Context: an optimization exercise on an open-source flow, tuned for small area. The choices shown serve that exercise and are no tape-out recipe.
Only simulation tests tie the RTL to the original design; equivalence was not proved.
The clock input has no modelled driver; a real chip could not lean on it and would need a root buffer or a full tree.
Power is estimated from default activity; no workload was simulated.

main:
==> flow/design.v (excerpt) <==
module TLP_Detector #(parameter width = 8)
       (input clk,
	input reset,
	input [7:0] data_in,
	input datak,
	output reg [3:0] tlp_count,
	output [159:0] TLP,
	output MRd, output MWr, output IORd, output IOWr,
	output CfgRd0, output CfgWr0, output CfgRd1, output CfgWr1, output Cpl, output CplD
	);
For scale: ~4300 µm² of cells after synthesis.
Settings: LEC_CHECK=0, CAP_MARGIN=20, CORE_MARGIN=2, CORE_UTILIZATION=70, SLEW_MARGIN=20; clock period 5.0 ns.
standard.sh (not shown) runs the stock make flow with config.mk's settings and CLKGATE_MAP_FILE= SYNTH_SCRIPT=/design/flow/synth_recipe.tcl, a recipe that flattens the netlist after the stock synthesis.
==> flow/flow/run.sh <==
#!/bin/bash
set -euo pipefail
export CLK_PORT_NET=clk
export CLK_GROUPS=${CLK_GROUPS:-7}
export CLK_LEAF_CELL=${CLK_LEAF_CELL:-sky130_fd_sc_hd__inv_8}
export CLK_ROOT_CELL=${CLK_ROOT_CELL:-sky130_fd_sc_hd__inv_8}
bash standard.sh \
  "BUFFER_PORTS_ARGS=-buffer_cell sky130_fd_sc_hd__buf_1" \
  "PRE_CTS_TCL=$PWD/flow/clock_tree.tcl" \
  "POST_CTS_TCL=$PWD/flow/downsize.tcl" \
  finish > standard_flow.log 2>&1
==> flow/flow/clock_tree.tcl <==
# A small balanced clock tree in place of TritonCTS: the flip-flops are split
# by placement into CLK_GROUPS groups of near-equal size (halving alternately
# by x and by y), and each group is driven by one CLK_LEAF_CELL placed at the
# group's centre. The clock port drives those buffers, or one CLK_ROOT_CELL
# that drives them.
proc split_groups {pts n by_x} {
  if {$n <= 1} { return [list $pts] }
  set idx [expr {$by_x ? 1 : 2}]
  set s [lsort -real -index $idx $pts]
  set n1 [expr {$n / 2}]
  # points in proportion to the groups on each side
  set h [expr {([llength $s] * $n1 + $n / 2) / $n}]
  return [concat [split_groups [lrange $s 0 [expr {$h - 1}]] $n1 [expr {!$by_x}]] \
                 [split_groups [lrange $s $h end] [expr {$n - $n1}] [expr {!$by_x}]]]
}

# the output pin of a one-input buffer or inverter
proc out_iterm {inst} {
  foreach it [$inst getITerms] {
    if {[$it isOutputSignal]} { return $it }
  }
  error "no output pin on [$inst getName]"
}

proc clock_tree_synthesis {args} {
  set block [ord::get_db_block]
  set clk_net [$block findNet $::env(CLK_PORT_NET)]
  set master [[ord::get_db] findMaster $::env(CLK_LEAF_CELL)]
  set pts {}
  foreach it [$clk_net getITerms] {
    set inst [$it getInst]
    set bb [$inst getBBox]
    lappend pts [list $it [expr {([$bb xMin] + [$bb xMax]) / 2}] [expr {([$bb yMin] + [$bb yMax]) / 2}]]
  }
  set groups [split_groups $pts $::env(CLK_GROUPS) 1]
  # optional root buffer between the clock port and the leaf buffers
  set src_net $clk_net
  if {[info exists ::env(CLK_ROOT_CELL)] && $::env(CLK_ROOT_CELL) ne ""} {
    set src_net [odb::dbNet_create $block "clknet_root"]
    $src_net setSigType CLOCK
    set root [odb::dbInst_create $block [[ord::get_db] findMaster $::env(CLK_ROOT_CELL)] "clkbuf_root"]
    set sx 0; set sy 0
    foreach p $pts { set sx [expr {$sx + [lindex $p 1]}]; set sy [expr {$sy + [lindex $p 2]}] }
    $root setLocation [expr {$sx / [llength $pts]}] [expr {$sy / [llength $pts]}]
    $root setPlacementStatus PLACED
    [$root findITerm A] connect $clk_net
    [out_iterm $root] connect $src_net
  }
  set g 0
  foreach grp $groups {
    set net [odb::dbNet_create $block "clknet_leaf_$g"]
    $net setSigType CLOCK
    set buf [odb::dbInst_create $block $master "clkbuf_leaf_$g"]
    set sx 0; set sy 0
    foreach p $grp {
      set it [lindex $p 0]
      $it disconnect
      $it connect $net
      set sx [expr {$sx + [lindex $p 1]}]
      set sy [expr {$sy + [lindex $p 2]}]
    }
    set n [llength $grp]
    $buf setLocation [expr {$sx / $n}] [expr {$sy / $n}]
    $buf setPlacementStatus PLACED
    [$buf findITerm A] connect $src_net
    [out_iterm $buf] connect $net
    puts "clock_tree: clkbuf_leaf_$g drives $n flip-flops"
    incr g
  }
  $clk_net setSigType CLOCK
  set_propagated_clock [all_clocks]
}
==> flow/flow/downsize.tcl <==
# Downsize logic cells to drive strength 1 (else 2) where timing, slew and
# capacitance limits still hold. Clock-tree cells are left alone.
proc downsize_logic {min_slack} {
  set changed 0
  foreach inst [get_cells *] {
    set ref [get_property $inst ref_name]
    if {![regexp {^(sky130_fd_sc_hd__[a-z0-9]+)_([0-9]+)$} $ref -> base drv]} { continue }
    if {$drv <= 1} { continue }
    if {[string match "*clkbuf*" $base] || [string match "*clkinv*" $base]} { continue }
    # the clock tree's own cells (flow/clock_tree.tcl) keep their size
    if {[string match "clkbuf_*" [get_property $inst full_name]]} { continue }
    foreach d {1 2} {
      if {$d >= $drv} { break }
      set target ${base}_$d
      if {[llength [get_lib_cells -quiet */$target]] == 0} { continue }
      replace_cell $inst $target
      if {[sta::worst_slack -max] < $min_slack || [sta::max_slew_violation_count] > 0 \
          || [sta::max_capacitance_violation_count] > 0} {
        replace_cell $inst $ref
      } else {
        incr changed
        puts "downsize: [get_property $inst full_name] $ref -> $target"
        break
      }
    }
  }
  puts "downsize: $changed cells"
}
downsize_logic 0.5
Inputs modified between main and the feature branch:
==> flow/flow/run.sh <==
#!/bin/bash
set -euo pipefail
export CLK_PORT_NET=clk
export CLK_GROUPS=${CLK_GROUPS:-8}
export CLK_LEAF_CELL=${CLK_LEAF_CELL:-sky130_fd_sc_hd__clkbuf_8}
export CLK_ROOT_CELL=${CLK_ROOT_CELL:-sky130_fd_sc_hd__clkbuf_8}
bash standard.sh \
  "BUFFER_PORTS_ARGS=-buffer_cell sky130_fd_sc_hd__buf_1" \
  "PRE_CTS_TCL=$PWD/flow/clock_tree.tcl" \
  "POST_CTS_TCL=$PWD/flow/downsize.tcl" \
  finish > standard_flow.log 2>&1
-- flow/flow/clock_tree.tcl --
<<< main, line 9
  set s [lsort -real -index $idx $pts]
  set n1 [expr {$n / 2}]
  # points in proportion to the groups on each side
  set h [expr {([llength $s] * $n1 + $n / 2) / $n}]
  return [concat [split_groups [lrange $s 0 [expr {$h - 1}]] $n1 [expr {!$by_x}]] \
                 [split_groups [lrange $s $h end] [expr {$n - $n1}] [expr {!$by_x}]]]
}

# the output pin of a one-input buffer or inverter
proc out_iterm {inst} {
  foreach it [$inst getITerms] {
    if {[$it isOutputSignal]} { return $it }
  }
  error "no output pin on [$inst getName]"
}
>>> the feature branch, line 9
  set s [lsort -real -index $idx $pts]
  set h [expr {[llength $s] / 2}]
  set n1 [expr {$n / 2}]
  return [concat [split_groups [lrange $s 0 [expr {$h - 1}]] $n1 [expr {!$by_x}]] \
                 [split_groups [lrange $s $h end] [expr {$n - $n1}] [expr {!$by_x}]]]
}
<<< main, line 46
    [$root findITerm A] connect $clk_net
    [out_iterm $root] connect $src_net
  }
>>> the feature branch, line 37
    [$root findITerm A] connect $clk_net
    [$root findITerm X] connect $src_net
  }
<<< main, line 65
    [$buf findITerm A] connect $src_net
    [out_iterm $buf] connect $net
    puts "clock_tree: clkbuf_leaf_$g drives $n flip-flops"
>>> the feature branch, line 56
    [$buf findITerm A] connect $src_net
    [$buf findITerm X] connect $net
    puts "clock_tree: clkbuf_leaf_$g drives $n flip-flops"
==> flow/flow/downsize.tcl <==
# Downsize logic cells to drive strength 1 where timing, slew and
# capacitance limits still hold. Clock-tree cells are left alone.
proc downsize_logic {min_slack} {
  set changed 0
  set area_saved 0.0
  foreach inst [get_cells *] {
    set ref [get_property $inst ref_name]
    if {![regexp {^(sky130_fd_sc_hd__[a-z0-9]+)_([0-9]+)$} $ref -> base drv]} { continue }
    if {$drv <= 1} { continue }
    if {[string match "*clkbuf*" $base] || [string match "*clkinv*" $base]} { continue }
    set target ""
    foreach d {1 2} {
      if {$d >= $drv} { break }
      if {[llength [get_lib_cells -quiet */${base}_$d]] > 0} { set target ${base}_$d; break }
    }
    if {$target eq ""} { continue }
    replace_cell $inst $target
    if {[sta::worst_slack -max] < $min_slack || [sta::max_slew_violation_count] > 0 \
        || [sta::max_capacitance_violation_count] > 0} {
      replace_cell $inst $ref
    } else {
      incr changed
      puts "downsize: [get_property $inst full_name] $ref -> $target"
    }
  }
  puts "downsize: $changed cells"
}
downsize_logic 0.5
[summary]
Cmp main and the feature branch / met2 track utilization from global routing / lower: main. In the flow results for main and the feature branch, the synthesis-to-layout area growth is smaller on main. Diff the feature branch..main | layout net count | negligible. Wire length reported by the detailed router: main and the feature branch compared, higher one is the feature branch.
In every run of this note, the design's own scripts or RTL, not TritonCTS, make the clock network.


v6:
TLP_Detector again, from the RTL that the note above started with.
## TLP_Detector
module TLP_Detector #(parameter width = 8)
       (input clk,
	input reset,
	input [7:0] data_in,
	input datak,
	output reg [3:0] tlp_count,
	output [159:0] TLP,
	output MRd, output MWr, output IORd, output IOWr,
	output CfgRd0, output CfgWr0, output CfgRd1, output CfgWr1, output Cpl, output CplD
	);
Settings: LEC_CHECK=0, CAP_MARGIN=20, CORE_MARGIN=2, CORE_UTILIZATION=70, SLEW_MARGIN=20; clock period 5.0 ns.
==> flow/flow/run.sh <==
#!/bin/bash
set -euo pipefail
export CLK_PORT_NET=clk
export CLK_GROUPS=${CLK_GROUPS:-8}
export CLK_LEAF_CELL=${CLK_LEAF_CELL:-sky130_fd_sc_hd__clkbuf_8}
export CLK_ROOT_CELL=${CLK_ROOT_CELL:-sky130_fd_sc_hd__clkbuf_4}
bash standard.sh \
  "BUFFER_PORTS_ARGS=-buffer_cell sky130_fd_sc_hd__buf_1" \
  "PRE_CTS_TCL=$PWD/flow/clock_tree.tcl" \
  "POST_CTS_TCL=$PWD/flow/downsize.tcl" \
  finish > standard_flow.log 2>&1
==> flow/flow/clock_tree.tcl <==
# A small balanced clock tree in place of TritonCTS: the flip-flops are split
# by placement into CLK_GROUPS groups of near-equal size (halving alternately
# by x and by y), and each group is driven by one CLK_LEAF_CELL placed at the
# group's centre. The clock port drives those buffers, or one CLK_ROOT_CELL
# that drives them.
proc split_groups {pts n by_x} {
  if {$n <= 1} { return [list $pts] }
  set idx [expr {$by_x ? 1 : 2}]
  set s [lsort -real -index $idx $pts]
  set h [expr {[llength $s] / 2}]
  set n1 [expr {$n / 2}]
  return [concat [split_groups [lrange $s 0 [expr {$h - 1}]] $n1 [expr {!$by_x}]] \
                 [split_groups [lrange $s $h end] [expr {$n - $n1}] [expr {!$by_x}]]]
}

proc clock_tree_synthesis {args} {
  set block [ord::get_db_block]
  set clk_net [$block findNet $::env(CLK_PORT_NET)]
  set master [[ord::get_db] findMaster $::env(CLK_LEAF_CELL)]
  set pts {}
  foreach it [$clk_net getITerms] {
    set inst [$it getInst]
    set bb [$inst getBBox]
    lappend pts [list $it [expr {([$bb xMin] + [$bb xMax]) / 2}] [expr {([$bb yMin] + [$bb yMax]) / 2}]]
  }
  set groups [split_groups $pts $::env(CLK_GROUPS) 1]
  # optional root buffer between the clock port and the leaf buffers
  set src_net $clk_net
  if {[info exists ::env(CLK_ROOT_CELL)] && $::env(CLK_ROOT_CELL) ne ""} {
    set src_net [odb::dbNet_create $block "clknet_root"]
    $src_net setSigType CLOCK
    set root [odb::dbInst_create $block [[ord::get_db] findMaster $::env(CLK_ROOT_CELL)] "clkbuf_root"]
    set sx 0; set sy 0
    foreach p $pts { set sx [expr {$sx + [lindex $p 1]}]; set sy [expr {$sy + [lindex $p 2]}] }
    $root setLocation [expr {$sx / [llength $pts]}] [expr {$sy / [llength $pts]}]
    $root setPlacementStatus PLACED
    [$root findITerm A] connect $clk_net
    [$root findITerm X] connect $src_net
  }
  set g 0
  foreach grp $groups {
    set net [odb::dbNet_create $block "clknet_leaf_$g"]
    $net setSigType CLOCK
    set buf [odb::dbInst_create $block $master "clkbuf_leaf_$g"]
    set sx 0; set sy 0
    foreach p $grp {
      set it [lindex $p 0]
      $it disconnect
      $it connect $net
      set sx [expr {$sx + [lindex $p 1]}]
      set sy [expr {$sy + [lindex $p 2]}]
    }
    set n [llength $grp]
    $buf setLocation [expr {$sx / $n}] [expr {$sy / $n}]
    $buf setPlacementStatus PLACED
    [$buf findITerm A] connect $src_net
    [$buf findITerm X] connect $net
    puts "clock_tree: clkbuf_leaf_$g drives $n flip-flops"
    incr g
  }
  $clk_net setSigType CLOCK
  set_propagated_clock [all_clocks]
}
==> flow/flow/downsize.tcl <==
# Downsize logic cells to drive strength 1 where timing, slew and
# capacitance limits still hold. Clock-tree cells are left alone.
proc downsize_logic {min_slack} {
  set changed 0
  set area_saved 0.0
  foreach inst [get_cells *] {
    set ref [get_property $inst ref_name]
    if {![regexp {^(sky130_fd_sc_hd__[a-z0-9]+)_([0-9]+)$} $ref -> base drv]} { continue }
    if {$drv <= 1} { continue }
    if {[string match "*clkbuf*" $base] || [string match "*clkinv*" $base]} { continue }
    set target ""
    foreach d {1 2} {
      if {$d >= $drv} { break }
      if {[llength [get_lib_cells -quiet */${base}_$d]] > 0} { set target ${base}_$d; break }
    }
    if {$target eq ""} { continue }
    replace_cell $inst $target
    if {[sta::worst_slack -max] < $min_slack || [sta::max_slew_violation_count] > 0 \
        || [sta::max_capacitance_violation_count] > 0} {
      replace_cell $inst $ref
    } else {
      incr changed
      puts "downsize: [get_property $inst full_name] $ref -> $target"
    }
  }
  puts "downsize: $changed cells"
}
downsize_logic 0.5
What v7 does differently from v6 at the input level:
--- a/flow/flow/run.sh
+++ b/flow/flow/run.sh
@@ -4,4 +4,4 @@
 export CLK_GROUPS=${CLK_GROUPS:-8}
-export CLK_LEAF_CELL=${CLK_LEAF_CELL:-sky130_fd_sc_hd__clkbuf_8}
-export CLK_ROOT_CELL=${CLK_ROOT_CELL:-sky130_fd_sc_hd__clkbuf_4}
+export CLK_LEAF_CELL=${CLK_LEAF_CELL:-sky130_fd_sc_hd__inv_8}
+export CLK_ROOT_CELL=${CLK_ROOT_CELL:-sky130_fd_sc_hd__inv_4}
 bash standard.sh \
--- a/flow/flow/clock_tree.tcl
+++ b/flow/flow/clock_tree.tcl
@@ -13,2 +13,10 @@
                  [split_groups [lrange $s $h end] [expr {$n - $n1}] [expr {!$by_x}]]]
+}
+
+# the output pin of a one-input buffer or inverter
+proc out_iterm {inst} {
+  foreach it [$inst getITerms] {
+    if {[$it isOutputSignal]} { return $it }
+  }
+  error "no output pin on [$inst getName]"
 }
@@ -37,3 +45,3 @@
     [$root findITerm A] connect $clk_net
-    [$root findITerm X] connect $src_net
+    [out_iterm $root] connect $src_net
   }
@@ -56,3 +64,3 @@
     [$buf findITerm A] connect $src_net
-    [$buf findITerm X] connect $net
+    [out_iterm $buf] connect $net
     puts "clock_tree: clkbuf_leaf_$g drives $n flip-flops"
==> flow/flow/downsize.tcl <==
# Downsize logic cells to drive strength 1 (else 2) where timing, slew and
# capacitance limits still hold. Clock-tree cells are left alone.
proc downsize_logic {min_slack} {
  set changed 0
  foreach inst [get_cells *] {
    set ref [get_property $inst ref_name]
    if {![regexp {^(sky130_fd_sc_hd__[a-z0-9]+)_([0-9]+)$} $ref -> base drv]} { continue }
    if {$drv <= 1} { continue }
    if {[string match "*clkbuf*" $base] || [string match "*clkinv*" $base]} { continue }
    # the clock tree's own cells (flow/clock_tree.tcl) keep their size
    if {[string match "clkbuf_*" [get_property $inst full_name]]} { continue }
    foreach d {1 2} {
      if {$d >= $drv} { break }
      set target ${base}_$d
      if {[llength [get_lib_cells -quiet */$target]] == 0} { continue }
      replace_cell $inst $target
      if {[sta::worst_slack -max] < $min_slack || [sta::max_slew_violation_count] > 0 \
          || [sta::max_capacitance_violation_count] > 0} {
        replace_cell $inst $ref
      } else {
        incr changed
        puts "downsize: [get_property $inst full_name] $ref -> $target"
        break
      }
    }
  }
  puts "downsize: $changed cells"
}
downsize_logic 0.5
The final standard cell utilization of the core reported for v7 is smaller than that of v6 by 0.40 points.
Compared to v6, v7 shows a narrower setup margin.
v6 consumes more power than v7.
v6: PASS, flow complete, no timing, DRC or antenna violations
v7 finished all stages; the layout is clean.
Between v6 and v7, the difference in post-route worst hold slack is negligible.
For the slew at the pin closest to its max-slew limit, v7 came in 7.4 ps lower than v6 did.
Diff v6 and v7: routed wire length higher in v6
In every run of this note, the design's own scripts or RTL, not TritonCTS, make the clock network.

## what the ideal ports hide
The results above use ideal ports. As a check the final layouts listed here were re-extracted and re-timed, cells and wires unchanged.
Step 1 (the two cells are an assumption about what drives the block):
set clk [get_ports {clk}]
set_driving_cell -lib_cell sky130_fd_sc_hd__clkbuf_16 $clk
set_driving_cell -lib_cell sky130_fd_sc_hd__buf_2 [delete_from_list [all_inputs] $clk]
Step 2 also shifts input and output timing later by t, the mid clock arrival at the registers, as if the neighbouring blocks saw the same clock.
Slacks: ideal / step 1 / step 2; pairs: ideal / step 1.
run	shift t [ns]	setup slack, ns	latest minus earliest clock arrival (ns)	worst slew at a driven data input, ns
main	0.241	1.758 / 1.711 / 1.952	0.008 / 0.007	0.03
the feature branch	0.393	1.818 / 1.789 / 2.181	0.006 / 0.007	0.03
v6	0.466	1.742 / 1.715 / 2.181	0.007 / 0.007	0.03
v7	0.339	1.636 / 1.604 / 1.942	0.007 / 0.007	0.03
After both steps every run listed still meets setup and hold.
